Context: an optimization exercise on an open-source flow, tuned for small area and a short achievable clock period. The choices shown serve that exercise and are no tape-out recipe. The RTL was checked by simulation tests, not by an equivalence proof against the original design. No activity file was given, so power comes from the tool's default toggle rates.

==> design/flow/design.v <==
module machine (
    input wire clk,
    input wire reset,
    input wire changes,
    output reg st_in,
    output reg st_buff,
    output reg st_out,
    output wire n_in,
    output wire n_hold,
    output wire n_out,
    output wire p_take,
    output wire p_keep
);
assign n_in = ~st_in | reset;
assign n_hold = ~st_buff | reset;
assign n_out = ~st_out | reset;
assign p_take = ~st_buff | reset;
assign p_keep = st_buff | reset;
reg cur_buff, cur_out;
always @(posedge clk) begin
    if (reset) begin
        cur_buff <= 1'b0;
        cur_out <= 1'b0;
        st_in <= 1'b1;
        st_buff <= 1'b0;
        st_out <= 1'b0;
    end else begin
        if (changes) begin
            cur_buff <= ~cur_buff;
            cur_out <= cur_buff;
        end
        st_in <= ~(cur_buff | cur_out);
        st_buff <= cur_buff;
        st_out <= cur_out;
    end
end
endmodule
module shift_register_inputs (
    input wire clk,
    input wire n_in,
    input wire n_hold,
    input wire n_out,
    input wire [7:0] data_in,
    input wire [1:0] selector_output,
    input wire [7:0] s0, s1, s2, s3,
    input wire [3:0] neg_r,
    output reg [7:0] x0, x1, x2, x3,
    output reg [7:0] network_outputs
);
wire [3:0] kill = neg_r | {4{n_out}};
always @(posedge clk) begin
    x0 <= (~data_in | {8{n_in}}) & (x0 | {8{n_hold}}) & (~s0 | {8{kill[0]}});
    x1 <= (x0 | {8{n_in}}) & (x1 | {8{n_hold}}) & (~s1 | {8{kill[1]}});
    x2 <= (x1 | {8{n_in}}) & (x2 | {8{n_hold}}) & (~s2 | {8{kill[2]}});
    x3 <= (x2 | {8{n_in}}) & (x3 | {8{n_hold}}) & (~s3 | {8{kill[3]}});
end
always @(posedge clk) begin
    case (selector_output)
        2'd0: network_outputs <= ~x0;
        2'd1: network_outputs <= ~x1;
        2'd2: network_outputs <= ~x2;
        default: network_outputs <= ~x3;
    endcase
end
endmodule
module register_parameters (
    input wire clk,
    input wire take,
    input wire keep,
    input wire [7:0] data_in,
    output reg [191:0] p
);
always @(posedge clk)
    p <= ({~data_in, p[191:8]} | {192{take}}) & (p | {192{keep}});
endmodule
module perceptron(
    input [7:0] xn0,
    input [7:0] xn1,
    input [7:0] xn2,
    input [7:0] xn3,
    input [7:0] wn0,
    input [7:0] wn1,
    input [7:0] wn2,
    input [7:0] wn3,
    input [7:0] bn,
    input [7:0] thn,
    output [7:0] s,
    output neg_r
);
wire p0 = ~xn0[0] & ~wn0[0];
wire p1 = ~xn0[0] & ~wn0[1];
wire p2 = ~xn0[0] & ~wn0[2];
wire p3 = ~xn0[0] & ~wn0[3];
wire p4 = ~xn0[0] & ~wn0[4];
wire p5 = ~xn0[0] & ~wn0[5];
wire p6 = ~xn0[0] & ~wn0[6];
wire p7 = ~xn0[0] & ~wn0[7];
wire p8 = ~xn0[1] & ~wn0[0];
wire p9 = ~xn0[1] & ~wn0[1];
wire p10 = ~xn0[1] & ~wn0[2];
wire p11 = ~xn0[1] & ~wn0[3];
wire p12 = ~xn0[1] & ~wn0[4];
wire p13 = ~xn0[1] & ~wn0[5];
wire p14 = ~xn0[1] & ~wn0[6];
wire p15 = ~xn0[2] & ~wn0[0];
wire p16 = ~xn0[2] & ~wn0[1];
wire p17 = ~xn0[2] & ~wn0[2];
wire p18 = ~xn0[2] & ~wn0[3];
wire p19 = ~xn0[2] & ~wn0[4];
wire p20 = ~xn0[2] & ~wn0[5];
wire p21 = ~xn0[3] & ~wn0[0];
wire p22 = ~xn0[3] & ~wn0[1];
wire p23 = ~xn0[3] & ~wn0[2];
wire p24 = ~xn0[3] & ~wn0[3];
wire p25 = ~xn0[3] & ~wn0[4];
wire p26 = ~xn0[4] & ~wn0[0];
wire p27 = ~xn0[4] & ~wn0[1];
wire p28 = ~xn0[4] & ~wn0[2];
wire p29 = ~xn0[4] & ~wn0[3];
wire p30 = ~xn0[5] & ~wn0[0];
wire p31 = ~xn0[5] & ~wn0[1];
wire p32 = ~xn0[5] & ~wn0[2];
wire p33 = ~xn0[6] & ~wn0[0];
wire p34 = ~xn0[6] & ~wn0[1];
wire p35 = ~xn0[7] & ~wn0[0];
wire p36 = ~xn1[0] & ~wn1[0];
wire p37 = ~xn1[0] & ~wn1[1];
wire p38 = ~xn1[0] & ~wn1[2];
wire p39 = ~xn1[0] & ~wn1[3];
wire p40 = ~xn1[0] & ~wn1[4];
wire p41 = ~xn1[0] & ~wn1[5];
wire p42 = ~xn1[0] & ~wn1[6];
wire p43 = ~xn1[0] & ~wn1[7];
wire p44 = ~xn1[1] & ~wn1[0];
wire p45 = ~xn1[1] & ~wn1[1];
wire p46 = ~xn1[1] & ~wn1[2];
wire p47 = ~xn1[1] & ~wn1[3];
wire p48 = ~xn1[1] & ~wn1[4];
wire p49 = ~xn1[1] & ~wn1[5];
wire p50 = ~xn1[1] & ~wn1[6];
wire p51 = ~xn1[2] & ~wn1[0];
wire p52 = ~xn1[2] & ~wn1[1];
wire p53 = ~xn1[2] & ~wn1[2];
wire p54 = ~xn1[2] & ~wn1[3];
wire p55 = ~xn1[2] & ~wn1[4];
wire p56 = ~xn1[2] & ~wn1[5];
wire p57 = ~xn1[3] & ~wn1[0];
wire p58 = ~xn1[3] & ~wn1[1];
wire p59 = ~xn1[3] & ~wn1[2];
wire p60 = ~xn1[3] & ~wn1[3];
wire p61 = ~xn1[3] & ~wn1[4];
wire p62 = ~xn1[4] & ~wn1[0];
wire p63 = ~xn1[4] & ~wn1[1];
wire p64 = ~xn1[4] & ~wn1[2];
wire p65 = ~xn1[4] & ~wn1[3];
wire p66 = ~xn1[5] & ~wn1[0];
wire p67 = ~xn1[5] & ~wn1[1];
wire p68 = ~xn1[5] & ~wn1[2];
wire p69 = ~xn1[6] & ~wn1[0];
wire p70 = ~xn1[6] & ~wn1[1];
wire p71 = ~xn1[7] & ~wn1[0];
wire p72 = ~xn2[0] & ~wn2[0];
wire p73 = ~xn2[0] & ~wn2[1];
wire p74 = ~xn2[0] & ~wn2[2];
wire p75 = ~xn2[0] & ~wn2[3];
wire p76 = ~xn2[0] & ~wn2[4];
wire p77 = ~xn2[0] & ~wn2[5];
wire p78 = ~xn2[0] & ~wn2[6];
wire p79 = ~xn2[0] & ~wn2[7];
wire p80 = ~xn2[1] & ~wn2[0];
wire p81 = ~xn2[1] & ~wn2[1];
wire p82 = ~xn2[1] & ~wn2[2];
wire p83 = ~xn2[1] & ~wn2[3];
wire p84 = ~xn2[1] & ~wn2[4];
wire p85 = ~xn2[1] & ~wn2[5];
wire p86 = ~xn2[1] & ~wn2[6];
wire p87 = ~xn2[2] & ~wn2[0];
wire p88 = ~xn2[2] & ~wn2[1];
wire p89 = ~xn2[2] & ~wn2[2];
wire p90 = ~xn2[2] & ~wn2[3];
wire p91 = ~xn2[2] & ~wn2[4];
wire p92 = ~xn2[2] & ~wn2[5];
wire p93 = ~xn2[3] & ~wn2[0];
wire p94 = ~xn2[3] & ~wn2[1];
wire p95 = ~xn2[3] & ~wn2[2];
wire p96 = ~xn2[3] & ~wn2[3];
wire p97 = ~xn2[3] & ~wn2[4];
wire p98 = ~xn2[4] & ~wn2[0];
wire p99 = ~xn2[4] & ~wn2[1];
wire p100 = ~xn2[4] & ~wn2[2];
wire p101 = ~xn2[4] & ~wn2[3];
wire p102 = ~xn2[5] & ~wn2[0];
wire p103 = ~xn2[5] & ~wn2[1];
wire p104 = ~xn2[5] & ~wn2[2];
wire p105 = ~xn2[6] & ~wn2[0];
wire p106 = ~xn2[6] & ~wn2[1];
wire p107 = ~xn2[7] & ~wn2[0];
wire p108 = ~xn3[0] & ~wn3[0];
wire p109 = ~xn3[0] & ~wn3[1];
wire p110 = ~xn3[0] & ~wn3[2];
wire p111 = ~xn3[0] & ~wn3[3];
wire p112 = ~xn3[0] & ~wn3[4];
wire p113 = ~xn3[0] & ~wn3[5];
wire p114 = ~xn3[0] & ~wn3[6];
wire p115 = ~xn3[0] & ~wn3[7];
wire p116 = ~xn3[1] & ~wn3[0];
wire p117 = ~xn3[1] & ~wn3[1];
wire p118 = ~xn3[1] & ~wn3[2];
wire p119 = ~xn3[1] & ~wn3[3];
wire p120 = ~xn3[1] & ~wn3[4];
wire p121 = ~xn3[1] & ~wn3[5];
wire p122 = ~xn3[1] & ~wn3[6];
wire p123 = ~xn3[2] & ~wn3[0];
wire p124 = ~xn3[2] & ~wn3[1];
wire p125 = ~xn3[2] & ~wn3[2];
wire p126 = ~xn3[2] & ~wn3[3];
wire p127 = ~xn3[2] & ~wn3[4];
wire p128 = ~xn3[2] & ~wn3[5];
wire p129 = ~xn3[3] & ~wn3[0];
wire p130 = ~xn3[3] & ~wn3[1];
wire p131 = ~xn3[3] & ~wn3[2];
wire p132 = ~xn3[3] & ~wn3[3];
wire p133 = ~xn3[3] & ~wn3[4];
wire p134 = ~xn3[4] & ~wn3[0];
wire p135 = ~xn3[4] & ~wn3[1];
wire p136 = ~xn3[4] & ~wn3[2];
wire p137 = ~xn3[4] & ~wn3[3];
wire p138 = ~xn3[5] & ~wn3[0];
wire p139 = ~xn3[5] & ~wn3[1];
wire p140 = ~xn3[5] & ~wn3[2];
wire p141 = ~xn3[6] & ~wn3[0];
wire p142 = ~xn3[6] & ~wn3[1];
wire p143 = ~xn3[7] & ~wn3[0];
wire s0_144, c0_145;
csa_fa u146 (~bn[0], p0, p36, s0_144, c0_145);
wire h0_147, k0_148;
csa_ha u149 (p72, p108, h0_147, k0_148);
wire s1_150, c1_151;
csa_fa u152 (~bn[1], p1, p8, s1_150, c1_151);
wire s1_153, c1_154;
csa_fa u155 (p37, p44, p73, s1_153, c1_154);
wire s1_156, c1_157;
csa_fa u158 (p80, p109, p116, s1_156, c1_157);
wire s1_159, c1_160;
csa_fa u161 (k0_148, c0_145, s1_150, s1_159, c1_160);
wire h1_162, k1_163;
csa_ha u164 (s1_153, s1_156, h1_162, k1_163);
wire s2_165, c2_166;
csa_fa u167 (~bn[2], p2, p9, s2_165, c2_166);
wire s2_168, c2_169;
csa_fa u170 (p15, p38, p45, s2_168, c2_169);
wire s2_171, c2_172;
csa_fa u173 (p51, p74, p81, s2_171, c2_172);
wire s2_174, c2_175;
csa_fa u176 (p87, p110, p117, s2_174, c2_175);
wire s2_177, c2_178;
csa_fa u179 (p123, c1_151, c1_154, s2_177, c2_178);
wire s2_180, c2_181;
csa_fa u182 (c1_157, s2_165, s2_168, s2_180, c2_181);
wire s2_183, c2_184;
csa_fa u185 (s2_171, s2_174, k1_163, s2_183, c2_184);
wire s2_186, c2_187;
csa_fa u188 (c1_160, s2_177, s2_180, s2_186, c2_187);
wire s3_189, c3_190;
csa_fa u191 (~bn[3], p3, p10, s3_189, c3_190);
wire s3_192, c3_193;
csa_fa u194 (p16, p21, p39, s3_192, c3_193);
wire s3_195, c3_196;
csa_fa u197 (p46, p52, p57, s3_195, c3_196);
wire s3_198, c3_199;
csa_fa u200 (p75, p82, p88, s3_198, c3_199);
wire s3_201, c3_202;
csa_fa u203 (p93, p111, p118, s3_201, c3_202);
wire s3_204, c3_205;
csa_fa u206 (p124, p129, c2_166, s3_204, c3_205);
wire s3_207, c3_208;
csa_fa u209 (c2_169, c2_172, c2_175, s3_207, c3_208);
wire s3_210, c3_211;
csa_fa u212 (s3_189, s3_192, s3_195, s3_210, c3_211);
wire s3_213, c3_214;
csa_fa u215 (s3_198, s3_201, c2_178, s3_213, c3_214);
wire s3_216, c3_217;
csa_fa u218 (c2_181, s3_204, s3_207, s3_216, c3_217);
wire s3_219, c3_220;
csa_fa u221 (s3_210, c2_184, s3_213, s3_219, c3_220);
wire h3_222, k3_223;
csa_ha u224 (c2_187, s3_216, h3_222, k3_223);
wire s4_225, c4_226;
csa_fa u227 (~bn[4], p4, p11, s4_225, c4_226);
wire s4_228, c4_229;
csa_fa u230 (p17, p22, p26, s4_228, c4_229);
wire s4_231, c4_232;
csa_fa u233 (p40, p47, p53, s4_231, c4_232);
wire s4_234, c4_235;
csa_fa u236 (p58, p62, p76, s4_234, c4_235);
wire s4_237, c4_238;
csa_fa u239 (p83, p89, p94, s4_237, c4_238);
wire s4_240, c4_241;
csa_fa u242 (p98, p112, p119, s4_240, c4_241);
wire s4_243, c4_244;
csa_fa u245 (p125, p130, p134, s4_243, c4_244);
wire s4_246, c4_247;
csa_fa u248 (c3_190, c3_193, c3_196, s4_246, c4_247);
wire s4_249, c4_250;
csa_fa u251 (c3_199, c3_202, s4_225, s4_249, c4_250);
wire s4_252, c4_253;
csa_fa u254 (s4_228, s4_231, s4_234, s4_252, c4_253);
wire s4_255, c4_256;
csa_fa u257 (s4_237, s4_240, s4_243, s4_255, c4_256);
wire s4_258, c4_259;
csa_fa u260 (c3_205, c3_208, c3_211, s4_258, c4_259);
wire s4_261, c4_262;
csa_fa u263 (s4_246, s4_249, s4_252, s4_261, c4_262);
wire s4_264, c4_265;
csa_fa u266 (s4_255, c3_214, c3_217, s4_264, c4_265);
wire s4_267, c4_268;
csa_fa u269 (s4_258, s4_261, k3_223, s4_267, c4_268);
wire h4_270, k4_271;
csa_ha u272 (c3_220, s4_264, h4_270, k4_271);
wire s5_273, c5_274;
csa_fa u275 (~bn[5], p5, p12, s5_273, c5_274);
wire s5_276, c5_277;
csa_fa u278 (p18, p23, p27, s5_276, c5_277);
wire s5_279, c5_280;
csa_fa u281 (p30, p41, p48, s5_279, c5_280);
wire s5_282, c5_283;
csa_fa u284 (p54, p59, p63, s5_282, c5_283);
wire s5_285, c5_286;
csa_fa u287 (p66, p77, p84, s5_285, c5_286);
wire s5_288, c5_289;
csa_fa u290 (p90, p95, p99, s5_288, c5_289);
wire s5_291, c5_292;
csa_fa u293 (p102, p113, p120, s5_291, c5_292);
wire s5_294, c5_295;
csa_fa u296 (p126, p131, p135, s5_294, c5_295);
wire s5_297, c5_298;
csa_fa u299 (p138, c4_226, c4_229, s5_297, c5_298);
wire s5_300, c5_301;
csa_fa u302 (c4_232, c4_235, c4_238, s5_300, c5_301);
wire s5_303, c5_304;
csa_fa u305 (c4_241, c4_244, s5_273, s5_303, c5_304);
wire s5_306, c5_307;
csa_fa u308 (s5_276, s5_279, s5_282, s5_306, c5_307);
wire s5_309, c5_310;
csa_fa u311 (s5_285, s5_288, s5_291, s5_309, c5_310);
wire s5_312, c5_313;
csa_fa u314 (s5_294, c4_247, c4_250, s5_312, c5_313);
wire s5_315, c5_316;
csa_fa u317 (c4_253, c4_256, s5_297, s5_315, c5_316);
wire s5_318, c5_319;
csa_fa u320 (s5_300, s5_303, s5_306, s5_318, c5_319);
wire s5_321, c5_322;
csa_fa u323 (s5_309, c4_259, c4_262, s5_321, c5_322);
wire s5_324, c5_325;
csa_fa u326 (s5_312, s5_315, s5_318, s5_324, c5_325);
wire s5_327, c5_328;
csa_fa u329 (c4_265, s5_321, c4_268, s5_327, c5_328);
wire h5_330, k5_331;
csa_ha u332 (k4_271, s5_324, h5_330, k5_331);
wire s6_333, c6_334;
csa_fa u335 (~bn[6], p6, p13, s6_333, c6_334);
wire s6_336, c6_337;
csa_fa u338 (p19, p24, p28, s6_336, c6_337);
wire s6_339, c6_340;
csa_fa u341 (p31, p33, p42, s6_339, c6_340);
wire s6_342, c6_343;
csa_fa u344 (p49, p55, p60, s6_342, c6_343);
wire s6_345, c6_346;
csa_fa u347 (p64, p67, p69, s6_345, c6_346);
wire s6_348, c6_349;
csa_fa u350 (p78, p85, p91, s6_348, c6_349);
wire s6_351, c6_352;
csa_fa u353 (p96, p100, p103, s6_351, c6_352);
wire s6_354, c6_355;
csa_fa u356 (p105, p114, p121, s6_354, c6_355);
wire s6_357, c6_358;
csa_fa u359 (p127, p132, p136, s6_357, c6_358);
wire s6_360, c6_361;
csa_fa u362 (p139, p141, c5_274, s6_360, c6_361);
wire s6_363, c6_364;
csa_fa u365 (c5_277, c5_280, c5_283, s6_363, c6_364);
wire s6_366, c6_367;
csa_fa u368 (c5_286, c5_289, c5_292, s6_366, c6_367);
wire s6_369, c6_370;
csa_fa u371 (c5_295, s6_333, s6_336, s6_369, c6_370);
wire s6_372, c6_373;
csa_fa u374 (s6_339, s6_342, s6_345, s6_372, c6_373);
wire s6_375, c6_376;
csa_fa u377 (s6_348, s6_351, s6_354, s6_375, c6_376);
wire s6_378, c6_379;
csa_fa u380 (s6_357, c5_298, c5_301, s6_378, c6_379);
wire s6_381, c6_382;
csa_fa u383 (c5_304, c5_307, c5_310, s6_381, c6_382);
wire s6_384, c6_385;
csa_fa u386 (s6_360, s6_363, s6_366, s6_384, c6_385);
wire s6_387, c6_388;
csa_fa u389 (s6_369, s6_372, s6_375, s6_387, c6_388);
wire s6_390, c6_391;
csa_fa u392 (c5_313, c5_316, s6_378, s6_390, c6_391);
wire s6_393, c6_394;
csa_fa u395 (c5_319, s6_381, s6_384, s6_393, c6_394);
wire s6_396, c6_397;
csa_fa u398 (s6_387, c5_322, s6_390, s6_396, c6_397);
wire s6_399, c6_400;
csa_fa u401 (c5_325, s6_393, k5_331, s6_399, c6_400);
wire h6_402, k6_403;
csa_ha u404 (s6_396, c5_328, h6_402, k6_403);
wire x405;
csa_x u406 (~bn[7], p7, x405);
wire x407;
csa_x u408 (p14, p20, x407);
wire x409;
csa_x u410 (p25, p29, x409);
wire x411;
csa_x u412 (p32, p34, x411);
wire x413;
csa_x u414 (p35, p43, x413);
wire x415;
csa_x u416 (p50, p56, x415);
wire x417;
csa_x u418 (p61, p65, x417);
wire x419;
csa_x u420 (p68, p70, x419);
wire x421;
csa_x u422 (p71, p79, x421);
wire x423;
csa_x u424 (p86, p92, x423);
wire x425;
csa_x u426 (p97, p101, x425);
wire x427;
csa_x u428 (p104, p106, x427);
wire x429;
csa_x u430 (p107, p115, x429);
wire x431;
csa_x u432 (p122, p128, x431);
wire x433;
csa_x u434 (p133, p137, x433);
wire x435;
csa_x u436 (p140, p142, x435);
wire x437;
csa_x u438 (p143, x405, x437);
wire x439;
csa_x u440 (x407, x409, x439);
wire x441;
csa_x u442 (x411, x413, x441);
wire x443;
csa_x u444 (x415, x417, x443);
wire x445;
csa_x u446 (x419, x421, x445);
wire x447;
csa_x u448 (x423, x425, x447);
wire x449;
csa_x u450 (x427, x429, x449);
wire x451;
csa_x u452 (x431, x433, x451);
wire x453;
csa_x u454 (x435, c6_334, x453);
wire x455;
csa_x u456 (c6_337, c6_340, x455);
wire x457;
csa_x u458 (c6_343, c6_346, x457);
wire x459;
csa_x u460 (c6_349, c6_352, x459);
wire x461;
csa_x u462 (c6_355, c6_358, x461);
wire x463;
csa_x u464 (x437, x439, x463);
wire x465;
csa_x u466 (x441, x443, x465);
wire x467;
csa_x u468 (x445, x447, x467);
wire x469;
csa_x u470 (x449, x451, x469);
wire x471;
csa_x u472 (x453, x455, x471);
wire x473;
csa_x u474 (x457, x459, x473);
wire x475;
csa_x u476 (x461, x463, x475);
wire x477;
csa_x u478 (x465, x467, x477);
wire x479;
csa_x u480 (x469, c6_361, x479);
wire x481;
csa_x u482 (c6_364, c6_367, x481);
wire x483;
csa_x u484 (x471, x473, x483);
wire x485;
csa_x u486 (x475, x477, x485);
wire x487;
csa_x u488 (c6_370, c6_373, x487);
wire x489;
csa_x u490 (c6_376, x479, x489);
wire x491;
csa_x u492 (x481, x483, x491);
wire x493;
csa_x u494 (x485, x487, x493);
wire x495;
csa_x u496 (x489, x491, x495);
wire x497;
csa_x u498 (c6_379, c6_382, x497);
wire x499;
csa_x u500 (c6_385, x493, x499);
wire x501;
csa_x u502 (c6_388, x495, x501);
wire x503;
csa_x u504 (x497, x499, x503);
wire x505;
csa_x u506 (x501, x503, x505);
wire x507;
csa_x u508 (c6_391, c6_394, x507);
wire x509;
csa_x u510 (x505, x507, x509);
wire x511;
csa_x u512 (c6_397, x509, x511);
wire x513;
csa_x u514 (x511, c6_400, x513);
wire x515;
csa_x u516 (k6_403, x513, x515);
wire th0_517, tk0_518;
csa_ha u519 (s0_144, h0_147, th0_517, tk0_518);
wire ts1_520, tc1_521;
csa_fa u522 (s1_159, h1_162, thn[1], ts1_520, tc1_521);
wire ts2_523, tc2_524;
csa_fa u525 (s2_183, s2_186, thn[2], ts2_523, tc2_524);
wire ts3_526, tc3_527;
csa_fa u528 (s3_219, h3_222, thn[3], ts3_526, tc3_527);
wire ts4_529, tc4_530;
csa_fa u531 (s4_267, h4_270, thn[4], ts4_529, tc4_530);
wire ts5_532, tc5_533;
csa_fa u534 (s5_327, h5_330, thn[5], ts5_532, tc5_533);
wire ts6_535, tc6_536;
csa_fa u537 (s6_399, h6_402, thn[6], ts6_535, tc6_536);
wire tx538;
csa_x u539 (x515, thn[7], tx538);
wire tx540;
csa_x u541 (tx538, tc6_536, tx540);
wire [6:0] ra = {s6_399, s5_327, s4_267, s3_219, s2_183, s1_159, s0_144};
wire [6:0] rb = {h6_402, h5_330, h4_270, h3_222, s2_186, h1_162, h0_147};
wire [7:0] lo = {1'b0, ra} + {1'b0, rb};
assign s = {x515 ^ lo[7], lo[6:0]};
wire [6:0] ta = {tc5_533, tc4_530, tc3_527, tc2_524, tc1_521, tk0_518, thn[0]};
wire [6:0] tb = {ts6_535, ts5_532, ts4_529, ts3_526, ts2_523, ts1_520, th0_517};
wire [7:0] tl = {1'b0, ta} + {1'b0, tb} + 8'd1;
assign neg_r = tx540 ^ tl[7];
endmodule
module csa_fa(input a, input b, input c, output s, output co);
assign s = a ^ b ^ c;
assign co = (a & b) | (a & c) | (b & c);
endmodule
module csa_ha(input a, input b, output s, output co);
assign s = a ^ b;
assign co = a & b;
endmodule
module csa_x(input a, input b, output s);
assign s = a ^ b;
endmodule
module neural_network (
    input wire clk,
    input wire reset,
    input wire changes,
    input wire [1:0] selector_output,
    input wire [7:0] data_in,
    output wire [7:0] network_outputs
);
wire st_in, st_buff, st_out;
wire n_in, n_hold, n_out, p_take, p_keep;
machine machine_inst (
    .clk(clk), .reset(reset), .changes(changes),
    .st_in(st_in), .st_buff(st_buff), .st_out(st_out),
    .n_in(n_in), .n_hold(n_hold), .n_out(n_out), .p_take(p_take), .p_keep(p_keep)
);
wire [191:0] p;
register_parameters reg_params_inst (
    .clk(clk), .take(p_take), .keep(p_keep), .data_in(data_in), .p(p)
);
wire [7:0] x0, x1, x2, x3;
wire [7:0] s0, s1, s2, s3;
wire [3:0] neg_r;
shift_register_inputs shift_reg_inst (
    .clk(clk), .n_in(n_in), .n_hold(n_hold), .n_out(n_out),
    .data_in(data_in), .selector_output(selector_output),
    .s0(s0), .s1(s1), .s2(s2), .s3(s3), .neg_r(neg_r),
    .x0(x0), .x1(x1), .x2(x2), .x3(x3),
    .network_outputs(network_outputs)
);
wire [7:0] w00 = p[7:0];
wire [7:0] w01 = p[15:8];
wire [7:0] w02 = p[23:16];
wire [7:0] w03 = p[31:24];
wire [7:0] b0 = p[39:32];
wire [7:0] th0 = p[47:40];
wire [7:0] w10 = p[55:48];
wire [7:0] w11 = p[63:56];
wire [7:0] w12 = p[71:64];
wire [7:0] w13 = p[79:72];
wire [7:0] b1 = p[87:80];
wire [7:0] th1 = p[95:88];
wire [7:0] w20 = p[103:96];
wire [7:0] w21 = p[111:104];
wire [7:0] w22 = p[119:112];
wire [7:0] w23 = p[127:120];
wire [7:0] b2 = p[135:128];
wire [7:0] th2 = p[143:136];
wire [7:0] w30 = p[151:144];
wire [7:0] w31 = p[159:152];
wire [7:0] w32 = p[167:160];
wire [7:0] w33 = p[175:168];
wire [7:0] b3 = p[183:176];
wire [7:0] th3 = p[191:184];
perceptron perceptron0 (.xn0(x0), .xn1(x1), .xn2(x2), .xn3(x3), .wn0(w00), .wn1(w01), .wn2(w02), .wn3(w03), .bn(b0), .thn(th0), .s(s0), .neg_r(neg_r[0]));
perceptron perceptron1 (.xn0(x0), .xn1(x1), .xn2(x2), .xn3(x3), .wn0(w10), .wn1(w11), .wn2(w12), .wn3(w13), .bn(b1), .thn(th1), .s(s1), .neg_r(neg_r[1]));
perceptron perceptron2 (.xn0(x0), .xn1(x1), .xn2(x2), .xn3(x3), .wn0(w20), .wn1(w21), .wn2(w22), .wn3(w23), .bn(b2), .thn(th2), .s(s2), .neg_r(neg_r[2]));
perceptron perceptron3 (.xn0(x0), .xn1(x1), .xn2(x2), .xn3(x3), .wn0(w30), .wn1(w31), .wn2(w32), .wn3(w33), .bn(b3), .thn(th3), .s(s3), .neg_r(neg_r[3]));
endmodule
==> design/flow/flow/run.sh <==
#!/bin/bash
# The standard layout with its standard synthesis unchanged; the only
# difference is MATCH_CELL_FOOTPRINT=0, which lets timing repair resize cells
# to footprints other than the one synthesis chose. ORFS writes each tool's
# log under orfs/logs; make's own output goes to standard.log.
set -euo pipefail
bash standard.sh MATCH_CELL_FOOTPRINT=0 finish > standard.log 2>&1
==> design/flow/standard.sh <==
#!/bin/bash
# synth_recipe.tcl (not shown) runs the flow's synth.tcl, then flattens the netlist and writes it again
# the make line also repeats each setting of config.mk as NAME=value (left out here)
make -C /OpenROAD-flow-scripts/flow DESIGN_CONFIG=/design/flow/config.mk WORK_HOME=/design/flow/orfs CLKGATE_MAP_FILE= SYNTH_SCRIPT=/design/flow/synth_recipe.tcl "${@:-finish}"
==> design/flow/config.mk <==
export PLATFORM = sky130hd
export DESIGN_NAME = neural_network
export DESIGN_NICKNAME = neural_network
export VERILOG_FILES = /design/flow/design.v
export SDC_FILE = /design/flow/constraint.sdc
export NUM_CORES = 4
export LEC_CHECK = 0
export CAP_MARGIN = 20
export CORE_MARGIN = 2
export CORE_UTILIZATION = 40
export SETUP_SLACK_MARGIN = 5
export SLEW_MARGIN = 20
export SYNTH_HIERARCHICAL = 1
==> design/flow/constraint.sdc <==
create_clock -name core_clock -period 9.0 [get_ports {clk}]
set_input_delay 1.8000 -clock core_clock [delete_from_list [all_inputs] [get_ports {clk}]]
set_output_delay 1.8000 -clock core_clock [all_outputs]
set_load 0.01 [all_outputs]
==> PnR_summary.wiki, run 1 <==
{| class="wikitable"
! Metric !! Value
|-
| Startpoint of the tightest hold check path || machine_inst.cur_out
|-
| IR drop worst, VDD || 0.1380 mV
|-
| Switching share of total power || 25.43%
|-
| Ordered cell list for the critical path || buf_6 -> buf_6 -> nor2_2 -> fa_1 -> fa_1 -> fa_1 -> fa_1 -> ha_4 -> fa_1 -> fa_1 -> ha_4 -> nand2_4 -> nor2_4 -> a2111oi_4 -> xnor2_2 -> nor2_4 -> a221oi_2
|-
| Insertion delay to the later sink of the worst-skew pair || 0.58 ns
|-
| Number of max-slew violations in the final report || 0
|-
| Fraction of synthesized cell area taken by the top area cell type || 33.65%
|-
| Clk pwr share || 48.5%
|-
| Total core area || 51510 sq um
|-
| Number of synthesized flops with an enable pin || 0
|-
| Clk buf depth || 3
|-
| Clk root buf || sky130_fd_sc_hd__clkbuf_16
|-
| Overall overflow remaining after global route || 0
|-
| Cell with the most instances after synthesis || sky130_fd_sc_hd__nor2_1
|-
| Synth Net Count || 2494
|-
| Antenna violations before repair || 0
|-
| Power share of the combinational group || 10.0%
|-
| Internal reg-to-reg setup slack || 3.61 ns
|-
| Critical Path AT || 5.85 ns
|-
| Most area-hungry cell type in the Yosys netlist || sky130_fd_sc_hd__fa_1
|-
| GRT Resource Usage Total || 26.66%
|-
| Crit path launch type || flip-flop
|-
| Post-synthesis cell area || 20940 sq um
|-
| Data required time of the critical path || 9.47 ns
|-
| Highest cell delay on the worst timing path || 0.58 ns
|-
| Sequential element share of the synthesized area || 22.66%
|-
| Routability congestion estimate || 0.9214
|-
| Global-route wire length before repair || 107000 microns
|-
| Stages on the worst setup path || 17
|-
| CTS H-tree depth || 1
|-
| Async set or reset register ratio after synthesis || 0%
|-
| Worst Setup Path Type || reg2reg
|-
| Largest net degree at the start of global routing || 94
|-
| Launching element of the worst setup path || shift_reg_inst.x0[5]
|-
| Half-perimeter wire length of the detailed placement result || 43780 microns
|-
| Clock tree from TritonCTS || yes
|-
| Most common library cells after synthesis || sky130_fd_sc_hd__nor2_1, sky130_fd_sc_hd__fa_1, sky130_fd_sc_hd__dfxtp_1
|-
| Crit. End Element || flip-flop
|-
| CTS Sinks || 237
|-
| Synthesized area divided by synthesized cell count || 10.22 sq um
|-
| Site row count || 83
|-
| Number of buffers created by CTS || 28
|-
| Final hold violation count || 0
|-
| Depth of the worst register-to-register path || 17
|-
| Area taken by flip-flops and latches || 4912 sq um
|-
| Number of remaining DRC errors || 0
|-
| Crit share post-route || 59.84%
|-
| Number of warnings issued by yosys || 9
|-
| Number of DRC violations after detailed-routing iteration 0 || 1456
|-
| Max Fclk || 0.1857 GHz
|-
| Net count of the finished layout || 2573
|-
| Slew Limit Headroom || 31.81%
|-
| Total negative slack for setup checks || 0 ns
|-
| Internal power component || 1.953 mW
|-
| Clock transition at the register clock pins on the worst setup and hold paths after CTS || 0.06 ns
|-
| Total power divided by cell area || 104.8 nW/um^2
|-
| Cell repeated most along the worst path || sky130_fd_sc_hd__fa_1
|-
| Max Fanout on Critical Path || 8
|-
| Switching power || 0.6661 mW
|-
| Number of instances on the worst hold path || 1
|-
| #FFs+latches synth || 237
|-
| Layout cells sized above 1 || 18.94%
|-
| Number of buffers added on ports || 20
|-
| Type of the tightest min-delay check || reg2reg
|-
| Area contributors post-synth || sky130_fd_sc_hd__fa_1, sky130_fd_sc_hd__dfxtp_1, sky130_fd_sc_hd__nor2_1
|-
| Die boundary height || 232.8 microns
|-
| Part of the power in registers || 41.5%
|-
| Routed WL || 70910 microns
|-
| Buffers and inverters on the worst path || 2
|-
| Setup repair after global routing missed its margin || yes
|-
| Transition time of the tightest slew-check pin || 1.023 ns
|-
| Launching point of the worst reg2reg path || shift_reg_inst.x0[5]
|-
| Effective utilization at floorplan || 40.65%
|-
| Max capacitance violation total || 0
|-
| Leak pwr || 11.77 nW
|-
| Die X || 232.8 microns
|-
| Run status || finished clean
|-
| Final setup violation count || 0
|-
| Post-route antenna net violation count || 0
|-
| Number of global-route vias before repair || 17487
|-
| Time the worst path needs with I/O delays and setup || 5.386 ns
|-
| Multi-input combinational cell area || 16190 sq um
|-
| Synthesis-to-layout area growth || 19.32%
|-
| Cell count after synthesis || 2049
|-
| Design Power || 2.619 mW
|-
| Number of vias in the routed layout || 16356
|-
| Iteration count of the initial detailed-routing pass || 7
|-
| Average wire per standard cell || 25.05 microns
|-
| Overall die area || 54190 sq um
|-
| Post-synth top flop || sky130_fd_sc_hd__dfxtp_1
|-
| Distinct cell type count after synthesis || 40
|-
| Final-layout fill cell count || 4704
|-
| CP top delay family || adder cells
|-
| Per-cell via count in the routed design || 5.777
|-
| IO Count || 21
|-
| Slowest CP cell || sky130_fd_sc_hd__fa_1
|-
| Worst setup skew after layout || 0.02826 ns
|}
[power by group through the flow]
stage | clock (mW) | combinational (mW) | sequential, mW
2_1_floorplan | 0 | 0.0834 | 1.11
3_3_place_gp | 0 | 0.101 | 1.16
3_5_place_dp | 0 | 0.102 | 1.16
4_1_cts | 1.29 | 0.248 | 1.09
5_1_grt | 1.33 | 0.269 | 1.09
6_report | 1.27 | 0.262 | 1.09
[through the flow]
step                      util [%]  hold slack, ns  instance area (sq um)  worst slack, ns  cells
after global routing         48.49          0.4938                  24980            3.518   2829
after CTS                    48.09          0.4784                  24770            3.681   2826
after global placement       42.31          0.4367                  21790            3.152   2675
after detailed placement     42.31          0.4686                  21790            3.042   2675
after floorplan                  -          0.4195                  21260            4.031   2049
final                        48.50          0.4636                  24980            3.614   2831
[final cells by class]
class	instances	area share, %
inverter	70	1.052
multi-input combinational	1659	64.82
timing repair buffer	132	6.886
sequential	237	19.66
antenna	2	0.02003
clock buffer	38	3.330
tap	680	3.405
clock inverter	13	0.8263
[repair_timing]
item / 4_1_cts / 5_1_grt
pin swaps: 77 / 52
setup buffers: 98 / 3
resized for setup: 170 / 49
endpoints found under the setup margin: 32 / 105
hold buffers: 0 / 0
cloned: 2 / 0
[kinds of logic (layout without fill, tap and decap cells)]
group | after synthesis | after routing | share of synthesized area [%]
and+or+nand+nor | 656 | 656 | 12.19
adders and majority gates | 432 | 432 | 38.43
AOI/OAI and AO/OA | 309 | 309 | 11.60
xor gates and xnor gates | 253 | 253 | 10.58
DFF | 237 | 237 | 22.66
buffers and inverters | 153 | 253 | 3.621
muxes | 9 | 9 | 0.9083
other | 0 | 2 | 0
[path summary, 6_finish.rpt]
| check | to |
|---|---|
| worst max-delay path | shift_reg_inst.x0[1] |
| worst min-delay path | machine_inst.st_in |
| worst max register to register | shift_reg_inst.x0[1] |
| worst min register to register | machine_inst.st_in |
[routing by layer]
layer | GRT usage (%) | wire length, microns | vias to the layer above
met5 | 0 | 0 | -
met4 | 15.01 | 5025 | 0
met3 | 5.931 | 6287 | 252
met2 | 41.65 | 31600 | 848
met1 | 34.19 | 28000 | 8315
li1 | - | - | 6941
[Yosys stat by module (local to each module, per instance), a selection]
module	times used	area, sq um
csa_fa	348	20.02
csa_ha	28	12.51
csa_x	232	8.758
machine	1	178.9
perceptron	4	1028
register_parameters	1	5851
shift_register_inputs	1	1446
[sequential cells by signal, indices dropped and copies added (netlist names)]
name                            cells
machine_inst.st_out                 1
machine_inst.st_in                  1
machine_inst.cur_buff               1
shift_reg_inst.x0                   8
shift_reg_inst.x1                   8
shift_reg_inst.x2                   8
shift_reg_inst.network_outputs      8
machine_inst.st_buff                1
machine_inst.cur_out                1
shift_reg_inst.x3                   8
reg_params_inst.p                 192
[layout by cell type, fill, tap and decap left out, drive strengths merged, types with 2 or more instances in the layout]
cell type      instances
o21a                   4
nor3                  12
a21oi                 44
nor2                 614
mux4                   8
nand2                  8
and2b                  4
nor2b                  2
clkinv                 5
clkbuf                40
xnor2                 21
a311o                  4
clkinvlp               2
a21boi                 8
bufinv                 5
o22a                 184
a21o                   4
nand3                  4
a31oi                  4
o21ai                 12
a221oi                 8
dfxtp                237
xor2                 232
fa                   352
nor4                   4
nand2b                 7
a2111oi                4
o41ai                  4
clkdlybuf4s50         20
o211ai                 4
inv                   71
ha                    80
buf                  110
diode                  2
o22ai                 24
==> inputs of run 2 (changes only) <==
==> design/flow/run.sh (new file) <==
#!/bin/bash
# synth_recipe.tcl (not shown) runs the flow's synth.tcl, then flattens the netlist and writes it again
# the make line also repeats each setting of config.mk as NAME=value (left out here)
make -C /OpenROAD-flow-scripts/flow DESIGN_CONFIG=/design/flow/config.mk WORK_HOME=/design/flow/orfs CLKGATE_MAP_FILE= SYNTH_SCRIPT=/design/flow/synth_recipe.tcl finish
removed: design/flow/flow/run.sh
removed: design/flow/standard.sh
==> run 2 against run 1 <==
Compared with the run above:
- setup slack better by 0.098 ns
- critical path type unchanged
- flip-flop and latch count unchanged
- via count up 1.4%
- clock skew down 0.011 ns
- maximum frequency up 1.8%
- largest power group unchanged
==> PnR_summary.wiki, run 2 <==
{| class="wikitable"
! Metric !! Value
|-
| Run status || finished clean
|-
| Routability congestion estimate || 0.8934 (-3.0%)
|-
| Die boundary height || 232.8 microns (unchanged)
|-
| Max FFs per register || 192 (unchanged)
|-
| Transition time of the tightest slew-check pin || 1.036 ns (+0.01274 ns)
|-
| Max Fclk || 0.1891 GHz (+1.8%)
|-
| Global-route wire length before repair || 109100 microns (+1.9%)
|-
| Number of synthesized flops with an enable pin || 0 (unchanged)
|-
| Effective utilization at floorplan || 40.65% (unchanged)
|-
| Data required time of the critical path || 9.51 ns (+0.04 ns)
|-
| Cell count after synthesis || 2049 (unchanged)
|-
| Die X || 232.8 microns (unchanged)
|-
| Leading cell types in the layout, fill and taps excluded || sky130_fd_sc_hd__nor2_1, sky130_fd_sc_hd__fa_1, sky130_fd_sc_hd__xor2_1, sky130_fd_sc_hd__o22a_1, sky130_fd_sc_hd__dfxtp_1
|-
| CTS H-tree depth || 1 (unchanged)
|-
| Number of buffers created by CTS || 28 (unchanged)
|-
| Fraction of synthesized cell area taken by the top area cell type || 33.65% (unchanged)
|-
| Post-synth top flop || sky130_fd_sc_hd__dfxtp_1
|-
| CTS Sinks || 237 (unchanged)
|-
| Number of remaining DRC errors || 0 (unchanged)
|-
| Clk root buf || sky130_fd_sc_hd__clkbuf_16
|-
| Total negative slack for setup checks || 0 ns (unchanged)
|-
| Average wire per standard cell || 25.94 microns (+3.6%)
|-
| Most common library cells after synthesis || sky130_fd_sc_hd__nor2_1, sky130_fd_sc_hd__fa_1, sky130_fd_sc_hd__dfxtp_1
|-
| Routed WL || 73870 microns (+4.2%)
|-
| Number of global-route vias before repair || 17509 (+0.13%)
|-
| Antenna violations before repair || 0 (unchanged)
|-
| Max capacitance violation total || 0 (unchanged)
|-
| Clock tree from TritonCTS || yes
|-
| IR drop worst, VDD || 0.1604 mV (+16%)
|-
| Type of the tightest min-delay check || reg2reg
|-
| #FFs+latches synth || 237 (unchanged)
|-
| Synth Net Count || 2494 (unchanged)
|-
| Depth of the worst register-to-register path || 19 (+2)
|-
| Insertion delay to the later sink of the worst-skew pair || 0.59 ns (about the same)
|-
| Final hold violation count || 0 (unchanged)
|-
| Layout cells sized above 1 || 21.71% (+2.8 points)
|-
| Register bank with the most flops || reg_params_inst.p
|-
| Number of vias in the routed layout || 16585 (+1.4%)
|-
| Overall die area || 54190 sq um (unchanged)
|-
| Post-synthesis cell area || 20940 sq um (unchanged)
|-
| GRT Resource Usage Total || 27.31% (+0.65 points)
|-
| Overall overflow remaining after global route || 0 (unchanged)
|-
| Sequential element share of the synthesized area || 22.66% (unchanged)
|-
| Clock transition at the register clock pins on the worst setup and hold paths after CTS || 0.06 ns (about the same)
|-
| Total core area || 51510 sq um (unchanged)
|-
| Number of warnings issued by yosys || 9 (unchanged)
|-
| Cell area after placement || 21970 sq um (+0.83%)
|-
| Number of buffers added on ports || 20 (unchanged)
|-
| Cell with the most instances after synthesis || sky130_fd_sc_hd__nor2_1
|-
| Final-layout fill cell count || 4660 (-0.94%)
|-
| Final setup violation count || 0 (unchanged)
|-
| Distinct cell type count after synthesis || 40 (unchanged)
|-
| Hold buffers post-CTS || 0 (unchanged)
|-
| Worst Setup Path Type || reg2reg
|-
| Largest net degree at the start of global routing || 218 (+130%)
|-
| Half-perimeter wire length of the detailed placement result || 44510 microns (+1.6%)
|-
| Slew Limit Headroom || 30.96% (-0.85 points)
|-
| Crit share post-route || 58.76% (-1.1 points)
|-
| Post-route antenna net violation count || 0 (unchanged)
|-
| Cell area after layout || 25160 sq um (+0.70%)
|-
| Leak pwr || 11.72 nW (-0.41%)
|-
| Number of max-slew violations in the final report || 0 (unchanged)
|-
| Worst setup skew after layout || 0.01773 ns (-0.01053 ns)
|-
| Crit. End Element || flip-flop
|-
| Time the worst path needs with I/O delays and setup || 5.288 ns (-0.09762 ns)
|-
| Net count of the finished layout || 2589 (+0.62%)
|-
| Area contributors post-synth || sky130_fd_sc_hd__fa_1, sky130_fd_sc_hd__dfxtp_1, sky130_fd_sc_hd__nor2_1
|-
| Number of instances on the worst hold path || 1 (unchanged)
|-
| Max Fanout on Critical Path || 8 (unchanged)
|-
| Async set or reset register ratio after synthesis || 0% (unchanged)
|-
| Clk buf depth || 3 (unchanged)
|-
| Critical Path AT || 5.80 ns (-0.05 ns)
|-
| Number of DRC violations after detailed-routing iteration 0 || 1389 (-4.6%)
|-
| Total power divided by cell area || 101.7 nW/um^2 (-3.0%)
|-
| Crit path launch type || flip-flop
|-
| Iteration count of the initial detailed-routing pass || 8 (+1)
|-
| Most area-hungry cell type in the Yosys netlist || sky130_fd_sc_hd__fa_1
|-
| Synthesized area divided by synthesized cell count || 10.22 sq um (unchanged)
|-
| Site row count || 83 (unchanged)
|-
| Setup repair after global routing missed its margin || yes
|-
| Per-cell via count in the routed design || 5.823 (+0.79%)
|-
| Most frequent standard cell in the layout excluding fill and tap cells || sky130_fd_sc_hd__nor2_1
|-
| Synthesis-to-layout area growth || 20.16%
|-
| IO Count || 21 (unchanged)
|}
-- run 2: cell counts after synthesis --
No cell type changed its count.
-- run 2: cell families after synthesis --
| family | Yosys count | share of synthesized area [%] |
|---|---|---|
| xor gates and xnor gates | 253 | 10.58 |
| adders and majority gates | 432 | 38.43 |
| and+or+nand+nor | 656 | 12.19 |
| AOI/OAI and AO/OA | 309 | 11.60 |
| DFF | 237 | 22.66 |
| buffers and inverters | 153 | 3.621 |
| muxes | 9 | 0.9083 |
-- run 2: per-layer routing --
| metal | up-vias | routed length (microns) | GRT usage [%] |
|---|---|---|---|
| met5 | - | 0 | 0 |
| met4 | 0 | 4541 | 13.44 |
| met3 | 258 | 7152 | 7.083 |
| met2 | 892 | 33810 | 44.02 |
| met1 | 8480 | 28360 | 34.00 |
| li1 | 6955 | - | - |
-- run 2: what timing repair did --
action,in CTS,in global routing
pin swaps,51,41
endpoints found under the setup margin,32,32
setup buffers,106,16
resized for setup,143,50
-- run 2: worst max-delay path, cell delays in order (launching register included) --
cell and delay [ns]:
sky130_fd_sc_hd__dfxtp_4 0.36, sky130_fd_sc_hd__buf_4 0.14, sky130_fd_sc_hd__buf_12 0.14, sky130_fd_sc_hd__nor2_1 0.14
sky130_fd_sc_hd__fa_2 0.46, sky130_fd_sc_hd__fa_2 0.38, sky130_fd_sc_hd__fa_2 0.41, sky130_fd_sc_hd__fa_1 0.46
sky130_fd_sc_hd__ha_2 0.19, sky130_fd_sc_hd__ha_2 0.18, sky130_fd_sc_hd__fa_1 0.49, sky130_fd_sc_hd__fa_1 0.62
sky130_fd_sc_hd__ha_4 0.24, sky130_fd_sc_hd__nand2_4 0.08, sky130_fd_sc_hd__nor2_4 0.04, sky130_fd_sc_hd__a2111oi_4 0.32
sky130_fd_sc_hd__xnor2_1 0.17, sky130_fd_sc_hd__nor2_2 0.05, sky130_fd_sc_hd__buf_6 0.18, sky130_fd_sc_hd__a21oi_2 0.13
-- run 2: power breakdown --
group	switching (mW)	total, mW	internal [mW]	leakage (nW)
Clock	0.489	1.21	0.722	0.475
Sequential	0.0294	1.09	1.06	1.90
Combinational	0.155	0.260	0.104	9.34
-- run 2: path summary, 6_finish.rpt --
check	slack, ns	from	to
max	3.71	shift_reg_inst.x0[1]	shift_reg_inst.x2[3]
min	0.44	machine_inst.cur_out	machine_inst.st_in
max reg2reg	3.71	shift_reg_inst.x0[1]	shift_reg_inst.x2[3]
min reg2reg	0.44	machine_inst.cur_out	machine_inst.st_in
-- run 2: per-stage QoR --
stage / hold WS, ns / util (%) / power (mW) / cells / setup WS (ns)
2_1_floorplan: 0.4195 / - / 1.200 / 2049 / 4.072
3_3_place_gp: 0.4371 / 42.66 / 1.259 / 2672 / 3.384
3_5_place_dp: 0.4339 / 42.66 / 1.261 / 2672 / 3.330
4_1_cts: 0.4432 / 48.14 / 2.555 / 2829 / 3.712
5_1_grt: 0.4794 / 48.83 / 2.620 / 2845 / 3.556
6_report: 0.4424 / 48.84 / 2.558 / 2848 / 3.712
-- run 2: cell type report --
type | instances | area (sq um) | area share (%)
Multi-Input combinational cell | 1659 | 16270 | 64.68
Sequential cell | 237 | 4921 | 19.56
Timing Repair Buffer | 148 | 1876 | 7.455
Tap cell | 680 | 850.8 | 3.382
Clock buffer | 39 | 824.5 | 3.277
Inverter | 70 | 262.8 | 1.044
Clock inverter | 12 | 143.9 | 0.5719
Antenna cell | 3 | 7.507 | 0.02984
-- run 2: modules after synthesis (local to each module, per instance), excerpt --
module	cells inside	copies in the design	cell area, sq um
register_parameters	435	1	5851
shift_register_inputs	133	1	1446
csa_x	1	232	8.758
machine	17	1	178.9
perceptron	214	4	1028
csa_fa	1	348	20.02
csa_ha	1	28	12.51
==> inputs of run 3 (changes only) <==
--- a/design/flow/config.mk
+++ b/design/flow/config.mk
@@ -8,6 +8,6 @@
 export CAP_MARGIN = 20
 export CORE_MARGIN = 2
-export CORE_UTILIZATION = 40
-export SETUP_SLACK_MARGIN = 5
+export CORE_UTILIZATION = 55
+export SETUP_SLACK_MARGIN = 4.5
 export SLEW_MARGIN = 20
 export SYNTH_HIERARCHICAL = 1
==> run 3 against run 2 <==
Compared with the run above:
- non-clock buffer count grew 12
- critical path depth shrank 3
- die area decreased by 27%
- via count decreased by 0.62%
- clock power is 4% lower
- clock-buffer cell count decreased by 4
- hold slack improved by 0.018 ns
- maximum frequency grew 0.44%
==> PnR_summary.wiki, run 3 <==
{| class="wikitable"
! Metric !! Value
|-
| Run status || finished clean
|-
| Cell area after placement || 21760 sq um (-0.95%)
|-
| Switching share of total power || 26.77% (+0.40 points)
|-
| Leading cell types in the layout, fill and taps excluded || sky130_fd_sc_hd__nor2_1, sky130_fd_sc_hd__fa_1, sky130_fd_sc_hd__xor2_1, sky130_fd_sc_hd__o22a_1, sky130_fd_sc_hd__dfxtp_1
|-
| Cell repeated most along the worst path || sky130_fd_sc_hd__fa_1
|-
| Synthesis-to-layout area growth || 19.60%
|-
| Placed cell count || 2503 (-6.3%)
|-
| Per-cell via count in the routed design || 6.130 (+5.3%)
|-
| Final non-filler cell total || 2689 (-5.6%)
|-
| Most common library cells after synthesis || sky130_fd_sc_hd__nor2_1, sky130_fd_sc_hd__fa_1, sky130_fd_sc_hd__dfxtp_1
|-
| Post-synthesis cell area || 20940 sq um (unchanged)
|-
| Synth Net Count || 2494 (unchanged)
|-
| Antenna violations before repair || 2 (+2)
|-
| Iteration count of the initial detailed-routing pass || 5 (-3)
|-
| Post-synth top flop || sky130_fd_sc_hd__dfxtp_1
|-
| Max Fanout on Critical Path || 8 (unchanged)
|-
| Switching power || 0.6741 mW (about the same)
|-
| IO Count || 21 (unchanged)
|-
| Cell with the most instances after synthesis || sky130_fd_sc_hd__nor2_1
|-
| Crit share post-route || 58.50% (-0.25 points)
|-
| Ordered cell list for the critical path || buf_12 -> nor2_2 -> fa_1 -> fa_1 -> fa_1 -> fa_1 -> ha_2 -> fa_2 -> fa_1 -> ha_4 -> nand2_4 -> nor2_2 -> a2111oi_4 -> xnor2_2 -> nor2_4 -> a221oi_1
|-
| Slowest CP cell || sky130_fd_sc_hd__fa_1
|-
| Die boundary height || 199.1 microns (-14%)
|-
| Routability congestion estimate || 0.8939 (about the same)
|-
| Leak pwr || 11.73 nW (+0.12%)
|-
| Final setup violation count || 0 (unchanged)
|-
| Buffers and inverters on the worst path || 1 (-2)
|-
| Routed WL || 73240 microns (-0.85%)
|-
| Register bank with the most flops || reg_params_inst.p
|-
| Post-route antenna net violation count || 0 (unchanged)
|-
| Number of global-route vias before repair || 17403 (-0.61%)
|-
| Clk root buf || sky130_fd_sc_hd__clkbuf_16
|-
| Area contributors post-synth || sky130_fd_sc_hd__fa_1, sky130_fd_sc_hd__dfxtp_1, sky130_fd_sc_hd__nor2_1
|-
| Crit. End Element || flip-flop
|-
| Half-perimeter wire length of the detailed placement result || 43470 microns (-2.3%)
|-
| Site row count || 71 (-14%)
|-
| Time the worst path needs with I/O delays and setup || 5.265 ns (-0.02292 ns)
|-
| GRT Resource Usage Total || 38.08% (+11 points)
|-
| Global-route wire length before repair || 108900 microns (-0.20%)
|-
| Design Power || 2.519 mW (-1.5%)
|-
| Overall overflow remaining after global route || 0 (unchanged)
|-
| Most area-hungry cell type in the Yosys netlist || sky130_fd_sc_hd__fa_1
|-
| Number of max-slew violations in the final report || 0 (unchanged)
|-
| Max FFs per register || 192 (unchanged)
|-
| Effective utilization at floorplan || 55.72% (+15 points)
|-
| Total core area || 37580 sq um (-27%)
|-
| Synthesized area divided by synthesized cell count || 10.22 sq um (unchanged)
|-
| Distinct cell type count after synthesis || 40 (unchanged)
|-
| Final hold violation count || 0 (unchanged)
|-
| Setup repair after global routing missed its margin || yes
|-
| Number of remaining DRC errors || 0 (unchanged)
|-
| Most frequent standard cell in the layout excluding fill and tap cells || sky130_fd_sc_hd__nor2_1
|-
| Total negative slack for setup checks || 0 ns (unchanged)
|-
| Slew Limit Headroom || 32.03% (+1.1 points)
|-
| Net count of the finished layout || 2601 (+0.46%)
|-
| Fraction of synthesized cell area taken by the top area cell type || 33.65% (unchanged)
|-
| CTS H-tree depth || 1 (unchanged)
|-
| Crit path launch type || flip-flop
|-
| Part of the power in registers || 43.2% (+0.7 points)
|-
| Layout cells sized above 1 || 22.96% (+1.2 points)
|-
| Type of the tightest min-delay check || reg2reg
|-
| Overall die area || 39650 sq um (-27%)
|-
| Clock transition at the register clock pins on the worst setup and hold paths after CTS || 0.06 ns (about the same)
|-
| IR drop worst, VDD || 0.1377 mV (-14%)
|-
| Diodes inserted || 0 (-3)
|-
| Clk buf depth || 3 (unchanged)
|-
| Internal power component || 1.844 mW (-2.1%)
|-
| Max Fclk || 0.1899 GHz (+0.44%)
|-
| Worst Setup Path Type || reg2reg
|-
| Power share of the combinational group || 10.8% (+0.6 points)
|-
| Number of vias in the routed layout || 16483 (-0.62%)
|-
| Cell area after layout || 25040 sq um (-0.46%)
|-
| Largest net degree at the start of global routing || 218 (unchanged)
|-
| Highest cell delay on the worst timing path || 0.59 ns (-0.03 ns)
|-
| CTS Sinks || 237 (unchanged)
|-
| Clk pwr share || 46.0% (-1.4 points)
|-
| Clock tree from TritonCTS || yes
|-
| Average wire per standard cell || 27.24 microns (+5.0%)
|-
| Total power divided by cell area || 100.6 nW/um^2 (-1.1%)
|-
| #FFs+latches synth || 237 (unchanged)
|-
| Number of warnings issued by yosys || 9 (unchanged)
|-
| Async set or reset register ratio after synthesis || 0% (unchanged)
|-
| Data required time of the critical path || 9.44 ns (-0.07 ns)
|-
| Sequential element share of the synthesized area || 22.66% (unchanged)
|-
| Die X || 199.1 microns (-14%)
|-
| Max capacitance violation total || 0 (unchanged)
|-
| Critical Path AT || 5.71 ns (-0.09 ns)
|-
| Number of DRC violations after detailed-routing iteration 0 || 1356 (-2.4%)
|-
| Number of buffers created by CTS || 28 (unchanged)
|-
| Cell count after synthesis || 2049 (unchanged)
|-
| Transition time of the tightest slew-check pin || 1.020 ns (-0.01607 ns)
|-
| Insertion delay to the later sink of the worst-skew pair || 0.59 ns (about the same)
|-
| Number of buffers added on ports || 20 (unchanged)
|-
| Number of synthesized flops with an enable pin || 0 (unchanged)
|-
| Worst setup skew after layout || 0.01763 ns (-0.00009700 ns)
|-
| CP top delay family || adder cells
|-
| Worst hold slack || 0.4601 ns (+0.01768 ns)
|}
-- run 3: cell counts after synthesis --
No cell type changed its count.
-- run 3: kinds of logic (layout without fill, tap and decap cells) --
logic type	count (synthesis)	count (layout)	synth area share [%]
muxes	9	9	0.9083
DFF	237	237	22.66
adders and majority gates	432	432	38.43
buffers and inverters	153	282	3.621
and+or+nand+nor	656	656	12.19
AOI/OAI and AO/OA	309	309	11.60
xor gates and xnor gates	253	253	10.58
-- run 3: worst paths after layout --
check	from	endpoint	slack, ns	cells after the start
hold reg to reg	machine_inst.cur_out	machine_inst.st_in	0.46	1
hold / removal	machine_inst.cur_out	machine_inst.st_in	0.46	1
setup / recovery	shift_reg_inst.x1[2]	shift_reg_inst.x0[5]	3.73	16
setup reg to reg	shift_reg_inst.x1[2]	shift_reg_inst.x0[5]	3.73	16
-- run 3: cell type report --
type	count	area (sq um)
multi-input cells	1659	16300
fillers	2993	12530
flip-flops and latches	237	4925
repair buffers	160	1974
clock buffers	35	788.3
well taps	511	639.4
inverters	70	262.8
clock inverters	17	150.1
-- run 3: through the flow --
stage | setup slack (ns) | utilization, %
floorplan | 4.072 | -
global placement | 3.408 | 57.89
detailed placement | 3.307 | 57.92
CTS | 3.715 | 65.33
global route | 3.593 | 66.64
finish | 3.735 | 66.64
-- run 3: timing repair --
action                     4_1_cts  5_1_grt
resized for setup              130       88
buffers inserted               121       13
setup endpoints to repair       32       32
hold buffers                     0        0
pin swaps                       33       56
-- run 3: metal layers --
metal / global-route usage [%] / wire, microns / vias to the layer above
li1: - / - / 6991
met1: 48.54 / 28290 / 8430
met2: 61.45 / 33930 / 834
met3: 6.329 / 5934 / 224
met4: 22.42 / 5061 / 4
met5: 0 / 27 / -
-- run 3: power groups by stage --
stage	registers [mW]	logic, mW	clock network, mW
6_report	1.09	0.271	1.16
5_1_grt	1.09	0.276	1.21
4_1_cts	1.09	0.246	1.18
3_5_place_dp	1.16	0.0979	0
3_3_place_gp	1.16	0.0958	0
2_1_floorplan	1.11	0.0872	0
-- run 3: modules after synthesis (local to each module, per instance), a selection --
module | flops+latches | times used | area (sq um) | cells inside
shift_register_inputs | 40 | 1 | 1446 | 133
perceptron | 0 | 4 | 1028 | 214
machine | 5 | 1 | 178.9 | 17
csa_fa | 0 | 348 | 20.02 | 1
csa_ha | 0 | 28 | 12.51 | 1
csa_x | 0 | 232 | 8.758 | 1
==> inputs of run 4 (changes only) <==
--- a/design/flow/config.mk
+++ b/design/flow/config.mk
@@ -8,5 +8,5 @@
 export CAP_MARGIN = 20
 export CORE_MARGIN = 2
-export CORE_UTILIZATION = 55
+export CORE_UTILIZATION = 40
 export SETUP_SLACK_MARGIN = 4.5
 export SLEW_MARGIN = 20
==> run 4 against run 3 <==
Compared with the run above:
- first-iteration DRC count increased by 2.4%
- setup slack got worse by 0.023 ns
- die area increased by 37%
- clock skew about the same
- wire length increased by 0.85%
- sequential power about the same
- sequential share of layout area decreased by 0.11 points
- maximum frequency decreased by 0.43%
- area after synthesis unchanged
- core utilization decreased by 18 points
- critical endpoint is now shift_reg_inst.x2[3]
- largest power group unchanged
==> PnR_summary.wiki, run 4 <==
{| class="wikitable"
! Metric !! Value
|-
| Run status || finished clean
|-
| Placed cell count || 2672 (+6.8%)
|-
| Worst setup skew after layout || 0.01773 ns (+0.00009700 ns)
|-
| Internal power component || 1.884 mW (+2.1%)
|-
| Total power divided by cell area || 101.7 nW/um^2 (+1.1%)
|-
| Most area-hungry cell type in the Yosys netlist || sky130_fd_sc_hd__fa_1
|-
| Post-synth top flop || sky130_fd_sc_hd__dfxtp_1
|-
| Cell with the most instances after synthesis || sky130_fd_sc_hd__nor2_1
|-
| Site row count || 83 (+17%)
|-
| Routed WL || 73870 microns (+0.85%)
|-
| Final setup violation count || 0 (unchanged)
|-
| Setup repair after global routing missed its margin || yes
|-
| Worst slack at placement || 3.330 ns (+0.02371 ns)
|-
| Routability congestion estimate || 0.8934 (about the same)
|-
| Crit. End Element || flip-flop
|-
| Area contributors post-synth || sky130_fd_sc_hd__fa_1, sky130_fd_sc_hd__dfxtp_1, sky130_fd_sc_hd__nor2_1
|-
| Effective utilization at floorplan || 40.65% (-15 points)
|-
| Leading cell types in the layout, fill and taps excluded || sky130_fd_sc_hd__nor2_1, sky130_fd_sc_hd__fa_1, sky130_fd_sc_hd__xor2_1, sky130_fd_sc_hd__o22a_1, sky130_fd_sc_hd__dfxtp_1
|-
| Cell count after synthesis || 2049 (unchanged)
|-
| Worst Setup Path Type || reg2reg
|-
| Overall overflow remaining after global route || 0 (unchanged)
|-
| Clk buf depth || 3 (unchanged)
|-
| Post-synthesis cell area || 20940 sq um (unchanged)
|-
| Number of synthesized flops with an enable pin || 0 (unchanged)
|-
| Number of buffers created by CTS || 28 (unchanged)
|-
| Synthesis-to-layout area growth || 20.16%
|-
| Average wire per standard cell || 25.94 microns (-4.8%)
|-
| Max FFs per register || 192 (unchanged)
|-
| Number of instances on the worst hold path || 1 (unchanged)
|-
| Power share of the combinational group || 10.2% (-0.6 points)
|-
| Slew Limit Headroom || 30.96% (-1.1 points)
|-
| Destination of the worst hold path || machine_inst.st_in
|-
| Net count of the finished layout || 2589 (-0.46%)
|-
| Transition time of the tightest slew-check pin || 1.036 ns (+0.01607 ns)
|-
| Layout cells sized above 1 || 21.71% (-1.2 points)
|-
| Half-perimeter wire length of the detailed placement result || 44510 microns (+2.4%)
|-
| IR drop worst, VDD || 0.1604 mV (+17%)
|-
| Async set or reset register ratio after synthesis || 0% (unchanged)
|-
| Sequential element share of the synthesized area || 22.66% (unchanged)
|-
| RR Endpoint || shift_reg_inst.x2[3]
|-
| Number of remaining DRC errors || 0 (unchanged)
|-
| Number of DRC violations after detailed-routing iteration 0 || 1389 (+2.4%)
|-
| IO Count || 21 (unchanged)
|-
| Leak pwr || 11.72 nW (-0.12%)
|-
| Global-route wire length before repair || 109100 microns (+0.20%)
|-
| Switching power || 0.6743 mW (about the same)
|-
| Most common library cells after synthesis || sky130_fd_sc_hd__nor2_1, sky130_fd_sc_hd__fa_1, sky130_fd_sc_hd__dfxtp_1
|-
| Number of vias in the routed layout || 16585 (+0.62%)
|-
| Insertion delay to the later sink of the worst-skew pair || 0.59 ns (about the same)
|-
| Max capacitance violation total || 0 (unchanged)
|-
| Depth of the worst register-to-register path || 19 (+3)
|-
| Crit share post-route || 58.76% (+0.25 points)
|-
| Distinct cell type count after synthesis || 40 (unchanged)
|-
| Max Fclk || 0.1891 GHz (-0.43%)
|-
| Synth Net Count || 2494 (unchanged)
|-
| Critical Path AT || 5.80 ns (+0.09 ns)
|-
| Fin worst setup slack || 3.712 ns (-0.02292 ns)
|-
| Clk root buf || sky130_fd_sc_hd__clkbuf_16
|-
| Total negative slack for setup checks || 0 ns (unchanged)
|-
| Number of max-slew violations in the final report || 0 (unchanged)
|-
| Die X || 232.8 microns (+17%)
|-
| Post-route antenna net violation count || 0 (unchanged)
|-
| Time the worst path needs with I/O delays and setup || 5.288 ns (+0.02292 ns)
|-
| Most frequent standard cell in the layout excluding fill and tap cells || sky130_fd_sc_hd__nor2_1
|-
| Internal reg-to-reg setup slack || 3.71 ns (-0.02 ns)
|-
| Die boundary height || 232.8 microns (+17%)
|-
| Synthesized area divided by synthesized cell count || 10.22 sq um (unchanged)
|-
| Type of the tightest min-delay check || reg2reg
|-
| Data required time of the critical path || 9.51 ns (+0.07 ns)
|-
| Worst hold slack || 0.4424 ns (-0.01768 ns)
|-
| Final-layout fill cell count || 4660 (+56%)
|-
| Number of warnings issued by yosys || 9 (unchanged)
|-
| Final non-filler cell total || 2848 (+5.9%)
|-
| Total core area || 51510 sq um (+37%)
|-
| Largest net degree at the start of global routing || 218 (unchanged)
|-
| Switching share of total power || 26.36% (-0.40 points)
|-
| Per-cell via count in the routed design || 5.823 (-5.0%)
|-
| Launching element of the worst setup path || shift_reg_inst.x0[1]
|-
| Number of global-route vias before repair || 17509 (+0.61%)
|-
| GRT Resource Usage Total || 27.31% (-11 points)
|-
| Number of buffers added on ports || 20 (unchanged)
|-
| Part of the power in registers || 42.5% (-0.7 points)
|-
| Crit path launch type || flip-flop
|-
| Register bank with the most flops || reg_params_inst.p
|-
| Startpoint of the tightest hold check path || machine_inst.cur_out
|-
| Fraction of synthesized cell area taken by the top area cell type || 33.65% (unchanged)
|-
| CTS H-tree depth || 1 (unchanged)
|-
| Clock tree from TritonCTS || yes
|-
| Clock transition at the register clock pins on the worst setup and hold paths after CTS || 0.06 ns (about the same)
|-
| Iteration count of the initial detailed-routing pass || 8 (+3)
|-
| Max Fanout on Critical Path || 8 (unchanged)
|-
| CTS Sinks || 237 (unchanged)
|-
| Launching point of the worst reg2reg path || shift_reg_inst.x0[1]
|-
| Antenna violations before repair || 0 (-2)
|-
| Final hold violation count || 0 (unchanged)
|-
| #FFs+latches synth || 237 (unchanged)
|-
| Overall die area || 54190 sq um (+37%)
|-
| Design Power || 2.558 mW (+1.6%)
|-
| Clk pwr share || 47.4% (+1.4 points)
|}
==> run 4: cell counts after synthesis <==
No cell type changed its count.
==> run 4: modules after synthesis, one instance, submodules excluded, excerpt <==
| module | flops+latches | cells |
|---|---|---|
| csa_ha | 0 | 1 |
| csa_x | 0 | 1 |
| csa_fa | 0 | 1 |
| shift_register_inputs | 40 | 133 |
| perceptron | 0 | 214 |
| register_parameters | 192 | 435 |
==> run 4: critical path, stage by stage (launching register included) <==
cell	delay, ns
sky130_fd_sc_hd__dfxtp_4	0.36
sky130_fd_sc_hd__buf_4	0.14
sky130_fd_sc_hd__buf_12	0.14
sky130_fd_sc_hd__nor2_1	0.14
sky130_fd_sc_hd__fa_2	0.46
sky130_fd_sc_hd__fa_2	0.38
sky130_fd_sc_hd__fa_2	0.41
sky130_fd_sc_hd__fa_1	0.46
sky130_fd_sc_hd__ha_2	0.19
sky130_fd_sc_hd__ha_2	0.18
sky130_fd_sc_hd__fa_1	0.49
sky130_fd_sc_hd__fa_1	0.62
sky130_fd_sc_hd__ha_4	0.24
sky130_fd_sc_hd__nand2_4	0.08
sky130_fd_sc_hd__nor2_4	0.04
sky130_fd_sc_hd__a2111oi_4	0.32
sky130_fd_sc_hd__xnor2_1	0.17
sky130_fd_sc_hd__nor2_2	0.05
sky130_fd_sc_hd__buf_6	0.18
sky130_fd_sc_hd__a21oi_2	0.13
==> run 4: power by group through the flow <==
stage	Combinational [mW]	Sequential, mW	Clock (mW)
2_1_floorplan	0.0872	1.11	0
3_3_place_gp	0.101	1.16	0
3_5_place_dp	0.102	1.16	0
4_1_cts	0.240	1.09	1.23
5_1_grt	0.266	1.09	1.27
6_report	0.260	1.09	1.21
==> run 4: worst max-delay path by stage <==
stage / endpoint / slack [ns] / cells after the start
floorplan: shift_reg_inst.x0[5] / 4.07 / 16
global placement: shift_reg_inst.x2[7] / 3.38 / 15
detailed placement: shift_reg_inst.x2[7] / 3.33 / 15
CTS: shift_reg_inst.x1[6] / 3.71 / 19
global route: shift_reg_inst.x0[0] / 3.56 / 16
finish: shift_reg_inst.x2[3] / 3.71 / 19
==> run 4: cell families after synthesis <==
group | Yosys count | share of synthesized area (%)
and+or+nand+nor | 656 | 12.19
adders and majority gates | 432 | 38.43
AOI/OAI and AO/OA | 309 | 11.60
xor gates and xnor gates | 253 | 10.58
muxes | 9 | 0.9083
DFF | 237 | 22.66
buffers and inverters | 153 | 3.621
==> run 4: metal layers <==
| layer | wire [microns] | track usage, % | vias to the layer above |
|---|---|---|---|
| li1 | - | - | 6955 |
| met1 | 28360 | 34.00 | 8480 |
| met2 | 33810 | 44.02 | 892 |
| met3 | 7152 | 7.083 | 258 |
| met4 | 4541 | 13.44 | 0 |
| met5 | 0 | 0 | - |
==> run 4: through the flow <==
step / area [sq um] / utilization, %
floorplan: 21630 / -
global placement: 21970 / 42.66
detailed placement: 21970 / 42.66
CTS: 24800 / 48.14
global route: 25150 / 48.83
finish: 25160 / 48.84
==> run 4: cell type report <==
cell class / count / area, sq um / area share [%]
Tap cell: 680 / 850.8 / 3.382
Clock buffer: 39 / 824.5 / 3.277
Sequential cell: 237 / 4921 / 19.56
Inverter: 70 / 262.8 / 1.044
Multi-Input combinational cell: 1659 / 16270 / 64.68
Timing Repair Buffer: 148 / 1876 / 7.455
Clock inverter: 12 / 143.9 / 0.5719
Antenna cell: 3 / 7.507 / 0.02984
==> run 4: repair_timing <==
action,CTS,global route
pin swaps,51,41
resized for setup,143,50
hold buffers,0,0
endpoints found under the hold margin,0,0
setup endpoints to repair,32,32
setup buffers,106,16

[afterwards: timing with drivers on the ports]
How much do the figures lean on ideal ports? The routed layouts below were timed once more, with nothing changed but the port constraints. Step 1, drivers: a clkbuf_16 drives clk and a buf_2 each remaining input, both assumed. Step 2 times the ports against the registers' clock, not the clock port: input delays grow and output delays shrink by t, the midpoint of the rising clock arrivals with the driver on. Three values: ideal ports, drivers, drivers and shift; two values: the first two.
run	t, ns	setup WS [ns]
run 1	0.627	3.614 / 3.614 / 3.614
run 2	0.641	3.712 / 3.712 / 3.712
run 3	0.632	3.735 / 3.735 / 3.735
run 4	0.641	3.712 / 3.712 / 3.712
After both steps every run listed still meets setup and hold.
